Context: an optimization exercise on an open-source flow, tuned for small area. The choices shown serve that exercise and are no tape-out recipe.
The RTL was checked by simulation tests, not by an equivalence proof against the original design.
Power and IR drop assume default switching activity.

[design/flow/config.mk]
export PLATFORM = sky130hd
export DESIGN_NAME = stopwatch
export DESIGN_NICKNAME = stopwatch
export VERILOG_FILES = /design/flow/design.v
export SDC_FILE = /design/flow/constraint.sdc
export NUM_CORES = 8
export LEC_CHECK = 0
export ABC_AREA = 1
export CAP_MARGIN = 20
export CORE_MARGIN = 2
export CORE_UTILIZATION = 40
export CTS_BUF_LIST = sky130_fd_sc_hd__clkbuf_4
export SLEW_MARGIN = 20
[design/flow/constraint.sdc]
create_clock -name core_clock -period 10.0 [get_ports {clk}]
set_input_delay 2.0000 -clock core_clock [delete_from_list [all_inputs] [get_ports {clk}]]
set_output_delay 2.0000 -clock core_clock [all_outputs]
set_load 0.01 [all_outputs]
[design/flow/design.v]
module stopwatch(clk, rst, key_reset, key_start_pause, key_display_stop,
 hex0, hex1, hex2, hex3, hex4, hex5, hex6, hex7,
 led0, led1, led2);
	input clk, rst, key_reset, key_start_pause, key_display_stop;
	output [6:0] hex0, hex1, hex2, hex3, hex4, hex5, hex6, hex7;
	output led0, led1, led2;
	reg [3:0] ph;
	wire [3:0] ph_n;
	assign ph_n[0] = (~ph[3] & ph[0]) | (~ph[2] & ~ph[1] & ph[0]) | (ph[3] & ph[1] & ~ph[0]);
	assign ph_n[1] = (~ph[0]);
	assign ph_n[2] = (~ph[1]);
	assign ph_n[3] = (~ph[2]);
	wire smp = (ph[3] & ~ph[1] & ~ph[0]);
	wire ph2 = (~ph[3] & ph[0]);
	wire ph3 = (~ph[2] & ~ph[1] & ph[0]);
	always @(posedge clk)
		if (rst) ph <= 4'b0000;
		else ph <= ph_n;
	reg s_s;
	reg s_d;
	reg s_r;
	reg p_s;
	reg p_d;
	reg p_r;
	reg frz;
	reg run_n;
	wire run = ~run_n;
	always @(posedge clk)
		if (rst) s_s <= 1'b0;
		else if (smp) s_s <= key_start_pause;
	always @(posedge clk)
		if (rst) s_d <= 1'b0;
		else if (smp) s_d <= key_display_stop;
	always @(posedge clk)
		if (rst) s_r <= 1'b0;
		else if (smp) s_r <= key_reset;
	always @(posedge clk)
		if (rst) p_s <= 1'b0;
		else if (smp) p_s <= s_s & ~key_start_pause;
	always @(posedge clk)
		if (rst) p_d <= 1'b0;
		else if (smp) p_d <= s_d & ~key_display_stop;
	always @(posedge clk)
		if (rst) p_r <= 1'b0;
		else if (smp) p_r <= s_r & ~key_reset;
	always @(posedge clk)
		if (rst) frz <= 1'b0;
		else if (ph2) frz <= frz ^ p_d;
	always @(posedge clk)
		if (rst) run_n <= 1'b1;
		else if (ph3) run_n <= ~(run ^ p_s);
	wire clr = ph3 & p_r & ~run;
	reg [1:0] pre;
	wire [1:0] pre_n;
	assign pre_n[0] = (~pre[1] & ~pre[0]);
	assign pre_n[1] = (pre[0]);
	always @(posedge clk)
		if (rst) pre <= 2'b00;
		else if (run) pre <= pre_n;
	wire e0 = run & ((pre[1]));
	wire z = rst | clr;
	wire hold = frz & ~rst;
	reg [3:0] c0, d0;
	wire [3:0] t0, n0;
	wire l0 = (~c0[3] & ~c0[1] & ~c0[0]);
	wire e1 = e0 & l0;
	assign t0[0] = (~c0[3] & c0[0]) | (c0[3] & ~c0[1] & ~c0[0]);
	assign t0[1] = (c0[0]);
	assign t0[2] = (c0[1]);
	assign t0[3] = (c0[2]);
	assign n0 = z ? 4'b1000 : e0 ? t0 : c0;
	always @(posedge clk) c0 <= n0;
	always @(posedge clk) if (!hold) d0 <= n0;
	assign hex0[0] = (~d0[3] & ~d0[1] & d0[0]) | (d0[3] & d0[1] & d0[0]);
	assign hex0[1] = (d0[3] & d0[2] & ~d0[0]);
	assign hex0[2] = (~d0[2] & d0[1] & d0[0]);
	assign hex0[3] = (d0[3] & d0[0]) | (~d0[1] & d0[0]);
	assign hex0[4] = (~d0[1] & d0[0]) | (d0[2] & d0[1]) | (~d0[3] & ~d0[1]);
	assign hex0[5] = (~d0[1] & d0[0]) | (~d0[3] & d0[0]);
	assign hex0[6] = (~d0[2] & ~d0[1]);
	reg [3:0] c1, d1;
	wire [3:0] t1, n1;
	wire l1 = (~c1[3] & ~c1[1] & ~c1[0]);
	wire e2 = e1 & l1;
	assign t1[0] = (~c1[3] & c1[0]) | (c1[3] & ~c1[1] & ~c1[0]);
	assign t1[1] = (c1[0]);
	assign t1[2] = (c1[1]);
	assign t1[3] = (c1[2]);
	assign n1 = z ? 4'b1000 : e1 ? t1 : c1;
	always @(posedge clk) c1 <= n1;
	always @(posedge clk) if (!hold) d1 <= n1;
	assign hex1[0] = (~d1[3] & ~d1[1] & d1[0]) | (d1[3] & d1[1] & d1[0]);
	assign hex1[1] = (d1[3] & d1[2] & ~d1[0]);
	assign hex1[2] = (~d1[2] & d1[1] & d1[0]);
	assign hex1[3] = (d1[3] & d1[0]) | (~d1[1] & d1[0]);
	assign hex1[4] = (~d1[1] & d1[0]) | (d1[2] & d1[1]) | (~d1[3] & ~d1[1]);
	assign hex1[5] = (~d1[1] & d1[0]) | (~d1[3] & d1[0]);
	assign hex1[6] = (~d1[2] & ~d1[1]);
	reg [3:0] c2, d2;
	wire [3:0] t2, n2;
	wire l2 = (~c2[3] & ~c2[1] & ~c2[0]);
	wire e3 = e2 & l2;
	assign t2[0] = (~c2[3] & c2[0]) | (c2[3] & ~c2[1] & ~c2[0]);
	assign t2[1] = (c2[0]);
	assign t2[2] = (c2[1]);
	assign t2[3] = (c2[2]);
	assign n2 = z ? 4'b1000 : e2 ? t2 : c2;
	always @(posedge clk) c2 <= n2;
	always @(posedge clk) if (!hold) d2 <= n2;
	assign hex2[0] = (~d2[3] & ~d2[1] & d2[0]) | (d2[3] & d2[1] & d2[0]);
	assign hex2[1] = (d2[3] & d2[2] & ~d2[0]);
	assign hex2[2] = (~d2[2] & d2[1] & d2[0]);
	assign hex2[3] = (d2[3] & d2[0]) | (~d2[1] & d2[0]);
	assign hex2[4] = (~d2[1] & d2[0]) | (d2[2] & d2[1]) | (~d2[3] & ~d2[1]);
	assign hex2[5] = (~d2[1] & d2[0]) | (~d2[3] & d2[0]);
	assign hex2[6] = (~d2[2] & ~d2[1]);
	reg [2:0] c3, d3;
	wire [2:0] t3, n3;
	wire l3 = (~c3[2] & ~c3[0]);
	wire e4 = e3 & l3;
	assign t3[0] = (~c3[2]);
	assign t3[1] = (c3[0]);
	assign t3[2] = (c3[1]);
	assign n3 = z ? 3'b001 : e3 ? t3 : c3;
	always @(posedge clk) c3 <= n3;
	always @(posedge clk) if (!hold) d3 <= n3;
	assign hex3[0] = (~d3[2] & d3[1]) | (d3[2] & ~d3[1]);
	assign hex3[1] = (~d3[2] & ~d3[0]);
	assign hex3[2] = (d3[2] & d3[0]);
	assign hex3[3] = (~d3[2] & d3[1]) | (d3[2] & ~d3[1]);
	assign hex3[4] = (~d3[0]) | (~d3[2] & d3[1]);
	assign hex3[5] = (d3[1]);
	assign hex3[6] = (~d3[2] & d3[0]);
	reg [3:0] c4, d4;
	wire [3:0] t4, n4;
	wire l4 = (~c4[3] & ~c4[1] & ~c4[0]);
	wire e5 = e4 & l4;
	assign t4[0] = (~c4[3] & c4[0]) | (c4[3] & ~c4[1] & ~c4[0]);
	assign t4[1] = (c4[0]);
	assign t4[2] = (c4[1]);
	assign t4[3] = (c4[2]);
	assign n4 = z ? 4'b1000 : e4 ? t4 : c4;
	always @(posedge clk) c4 <= n4;
	always @(posedge clk) if (!hold) d4 <= n4;
	assign hex4[0] = (~d4[3] & ~d4[1] & d4[0]) | (d4[3] & d4[1] & d4[0]);
	assign hex4[1] = (d4[3] & d4[2] & ~d4[0]);
	assign hex4[2] = (~d4[2] & d4[1] & d4[0]);
	assign hex4[3] = (d4[3] & d4[0]) | (~d4[1] & d4[0]);
	assign hex4[4] = (~d4[1] & d4[0]) | (d4[2] & d4[1]) | (~d4[3] & ~d4[1]);
	assign hex4[5] = (~d4[1] & d4[0]) | (~d4[3] & d4[0]);
	assign hex4[6] = (~d4[2] & ~d4[1]);
	reg [2:0] c5, d5;
	wire [2:0] t5, n5;
	wire l5 = (~c5[2] & ~c5[0]);
	wire e6 = e5 & l5;
	assign t5[0] = (~c5[2]);
	assign t5[1] = (c5[0]);
	assign t5[2] = (c5[1]);
	assign n5 = z ? 3'b001 : e5 ? t5 : c5;
	always @(posedge clk) c5 <= n5;
	always @(posedge clk) if (!hold) d5 <= n5;
	assign hex5[0] = (~d5[2] & d5[1]) | (d5[2] & ~d5[1]);
	assign hex5[1] = (~d5[2] & ~d5[0]);
	assign hex5[2] = (d5[2] & d5[0]);
	assign hex5[3] = (~d5[2] & d5[1]) | (d5[2] & ~d5[1]);
	assign hex5[4] = (~d5[0]) | (~d5[2] & d5[1]);
	assign hex5[5] = (d5[1]);
	assign hex5[6] = (~d5[2] & d5[0]);
	reg [3:0] c6, d6;
	wire [3:0] t6, n6;
	wire l6 = (~c6[3] & ~c6[1] & ~c6[0]);
	wire e7 = e6 & l6;
	assign t6[0] = (~c6[3] & c6[0]) | (c6[3] & ~c6[1] & ~c6[0]);
	assign t6[1] = (c6[0]);
	assign t6[2] = (c6[1]);
	assign t6[3] = (c6[2]);
	assign n6 = z ? 4'b1000 : e6 ? t6 : c6;
	always @(posedge clk) c6 <= n6;
	always @(posedge clk) if (!hold) d6 <= n6;
	assign hex6[0] = (~d6[3] & ~d6[1] & d6[0]) | (d6[3] & d6[1] & d6[0]);
	assign hex6[1] = (d6[3] & d6[2] & ~d6[0]);
	assign hex6[2] = (~d6[2] & d6[1] & d6[0]);
	assign hex6[3] = (d6[3] & d6[0]) | (~d6[1] & d6[0]);
	assign hex6[4] = (~d6[1] & d6[0]) | (d6[2] & d6[1]) | (~d6[3] & ~d6[1]);
	assign hex6[5] = (~d6[1] & d6[0]) | (~d6[3] & d6[0]);
	assign hex6[6] = (~d6[2] & ~d6[1]);
	reg [2:0] c7, d7;
	wire [2:0] t7, n7;
	wire l7 = (~c7[2] & ~c7[0]);
	wire e8 = e7 & l7;
	assign t7[0] = (~c7[2]);
	assign t7[1] = (c7[0]);
	assign t7[2] = (c7[1]);
	assign n7 = z ? 3'b001 : e7 ? t7 : c7;
	always @(posedge clk) c7 <= n7;
	always @(posedge clk) if (!hold) d7 <= n7;
	assign hex7[0] = (~d7[2] & d7[1]) | (d7[2] & ~d7[1]);
	assign hex7[1] = (~d7[2] & ~d7[0]);
	assign hex7[2] = (d7[2] & d7[0]);
	assign hex7[3] = (~d7[2] & d7[1]) | (d7[2] & ~d7[1]);
	assign hex7[4] = (~d7[0]) | (~d7[2] & d7[1]);
	assign hex7[5] = (d7[1]);
	assign hex7[6] = (~d7[2] & d7[0]);
	assign led0 = ~key_display_stop;
	assign led1 = ~key_start_pause;
	assign led2 = ~key_reset;
endmodule
[design/flow/run.sh]
#!/bin/bash
# synth_recipe.tcl (not shown) runs the flow's synth.tcl, then flattens the netlist and writes it again
# the make line also repeats each setting of config.mk as NAME=value (left out here)
make -C /OpenROAD-flow-scripts/flow DESIGN_CONFIG=/design/flow/config.mk WORK_HOME=/design/flow/orfs CLKGATE_MAP_FILE= SYNTH_SCRIPT=/design/flow/synth_recipe.tcl finish
==> flow_metrics.py <==
metrics = {
    "sta": {
        "finalMaxSlewViolations": 0,
        "period_share": 0.5018,
        "timing.setup.tns_ns": 0,
        "worst-slew-pin-transition_ns": 0.6317,
        "hold_ws_ns": 0.4271,
        "worst_slack_ns": 4.982,
        "setup_viol_count_final": 0,
        "max_freq_ghz": 0.1993,
        "rsz0062_at_grt": "false",
        "timing.max_slew.rel_slack": 0.5773,
        "finClkSkew_ns": 0.008815,
        "period_needed_ns": 5.018,
        "hold_violation_count_in_the_final_report": 0,
    },
    "run_status": {
        "status": "finished clean",
    },
    "die": {
        "die_x_um": 91.70,
        "io-pin-count": 64,
        "floorplan.initialDensity": 0.4175,
        "die_h_um": 91.70,
        "core_footprint_um2": 7370,
        "floorplan.rows": 31,
        "die_area_um2": 8409,
    },
    "place": {
        "hpwlAfterDp_um": 4031,
        "globalplace.congestion": 0.7533,
        "numPortBuffers": 63,
        "place_ws_ns": 4.983,
        "dp.cells": 497,
    },
    "synth": {
        "synth-main-ff-cell": "dfxtp_1",
        "postSynthAreaPerCell_um2": 8.970,
        "async_flop_share": 0,
        "synth.lib_cells_used.distinct": 32,
        "count_leader_synth": "inv_1",
        "synth.top_cell.area_share": 0.2830,
        "syn_area_um2": 3077,
        "synthCells": 343,
        "fraction_of_the_yosys_area_taken_by_sequential_cells": 0.5628,
        "post-synth-top-area-cell": "edfxtp_1",
        "count_of_flip_flops_with_a_built_in_enable_after_synthesis": 29,
        "synth-seq-cells": 72,
        "synthTopCellsByCount": "inv_1 (55), nand2_1 (51), nor2_1 (44)",
        "syn_nets": 351,
        "yosys_warnings": 1,
        "synthTopCellsByArea": "edfxtp_1 (28%), dfxtp_1 (28%), inv_1 (6.7%)",
    },
    "global_routing": {
        "antenna_found_initial": 0,
        "grt_pass1_wl_um": 9439,
        "gr-total-overflow": 0,
        "grt_max_degree": 22,
        "number_of_global_route_vias_before_repair": 2137,
        "global_route.usage.total": 0.1397,
    },
    "hold_path": {
        "min_path_type": "register to register",
    },
    "drt": {
        "wl_met2_um": 2475,
        "drt-vias-per-instance": 4.634,
        "firstDrtPassIters": 4,
        "top_layer_used": "met4",
        "via_count": 2377,
        "met3RoutedLength_um": 234,
        "drt-total-wl_um": 5500,
        "post_drt_wl_per_cell_um": 10.72,
        "routedLengthMet1_um": 2665,
        "drt_iter0_drc": 92,
        "drc": 0,
        "number_of_antenna_violating_nets_in_the_routed_design": 0,
    },
    "setup_path": {
        "crit_required_ns": 8.00,
        "path_class": "input pin to output pin",
        "timing.critical_path.arrival_ns": 3.02,
        "worst-r2r-cell-count": 7,
        "r2r_setup_slack_ns": 7.97,
        "critical_register_to_register_path_endpoint": "d5[2]",
        "cp-start-kind": "input pin",
        "timing.critical_path.to_type": "output pin",
        "timing.critical_path.fanout_max": 2,
        "rr_startpoint": "ph[0]",
        "critPathCapture": "led2",
        "timing.critical_path.from": "key_reset",
    },
    "layout": {
        "drive_gt1_frac": 0.07729,
        "fillerInstances": 681,
        "insertedDiodeCount": 0,
        "layout-area-overhead-vs-synth_pct": 27.90,
        "sequential_cell_area_um2": 1732,
        "final_cell_count_no_fill": 513,
        "nNetsFinal": 417,
        "multiInputGateArea_um2": 1069,
    },
    "clock_network": {
        "clock_latency_ns": 0.41,
        "cts_buffer_depth": 2,
        "clk_pin_slew_worst_paths_ns": 0.10,
        "hold_bufs_at_cts": 0,
        "postCtsSetupBuffers": 0,
        "cts_tree": "built",
        "cts.sinks": 72,
        "cts.root.buffer_cell": "clkbuf_4",
        "cts-resized-gates": 0,
        "cts.htree.levels": 3,
        "number_of_buffers_added_by_the_clock_tree_synthesis_step": 9,
    },
    "power": {
        "vdd_drop_max_v": 0.00007766,
        "cellLeakagePower_uw": 0.001763,
        "power.density_nw_per_um2": 132.2,
    },
    "job": {
        "cap_viol_max_count": 0,
    },
}
## critical path, stage by stage
cell	delay, ns
clkdlybuf4s50_1	0.41
inv_1	0.07
clkdlybuf4s50_1	0.53
## worst min path at each step
stage	startpoint	end	slack, ns	cells past startpoint
after floorplan	ph[2]	ph[3]	0.39	1
after global placement	ph[2]	ph[3]	0.41	1
after detailed placement	ph[2]	ph[3]	0.42	1
after CTS	ph[2]	ph[3]	0.44	1
after global routing	ph[2]	ph[3]	0.45	1
final	ph[2]	ph[3]	0.43	1
## cells in the final DEF, fill, tap and decap left out, types with 3 or more instances in the layout
cell and instances:
ha_1 3, nand3_1 13, a21oi_1 32, a31oi_1 6, nor2_2 3, clkinv_1 3, nor2_1 44, dfxtp_1 43
or2_2 3, o21a_1 7, clkdlybuf4s50_1 63, edfxtp_1 29, nor3_1 10, nand2_1 51, nand4_1 3, a211oi_1 3
clkbuf_4 11, inv_1 55, o21ai_0 10
## per-layer routing
layer,vias to the layer above,global-route usage
met5,-,0
met4,0,0.07463
met3,13,0.02958
met2,48,0.2206
met1,1061,0.1798
li1,1255,-
## per-stage QoR
stage / instance area, µm² / util / power (µW)
finish: 3935 / 0.5340 / 520.2
CTS: 3935 / 0.5340 / 525.1
floorplan: 3077 / - / 320.9
global route: 3935 / 0.5340 / 540.3
global placement: 3780 / 0.5129 / 326.2
detailed placement: 3780 / 0.5129 / 326.4
## power by group
part / internal, µW / switching (µW) / leakage (µW)
logic: 5.20 / 7.53 / 0.00101
clock network: 105 / 95.5 / 0.0000859
registers: 305 / 1.77 / 0.000671
total: 415 / 105 / 0.00176
## cells by family (layout without fill, tap and decap cells)
group                      after synthesis  after routing  synth area share
buffers and inverters                   67            138           0.08987
DFF                                     72             72            0.5628
AOI/OAI and AO/OA                       63             63            0.1159
and+or+nand+nor                        137            137            0.2164
xor gates and xnor gates                 1              1          0.002847
adders and majority gates                3              3           0.01220
## layout make-up
class                   instances  area share
flip-flops and latches         72      0.4401
clock buffers                  11     0.02099
inverters                      58     0.05533
multi-input cells             204      0.2715
clock inverters                 5     0.01844
well taps                      99     0.03148
repair buffers                 64      0.1622

-- static timing again, ports no longer ideal --
Ports are ideal in the flow. The routed layout listed here was re-timed in OpenROAD. Step 1 sets driving cells, clkbuf_16 on the clock port and buf_2 on the other inputs (assumed; they add their load-dependent delay and slew). Step 2, shift: input delay + t, output delay - t, t = (earliest + latest rising clock arrival at the registers) / 2. This alone moves slack from input paths to output paths. Three values: no drivers, after step 1, after step 2; two values: the first two.
t, ns: 0.430
slack for setup (ns): 4.982 / 4.962 / 4.962
worst setup path after step 2: input to output
clock arrival spread, ns: 0.009 / 0.008
After both steps setup and hold are still met in this run. The setup slack of this run moves by -0.020 ns with the drivers and by -0.020 ns with both steps.
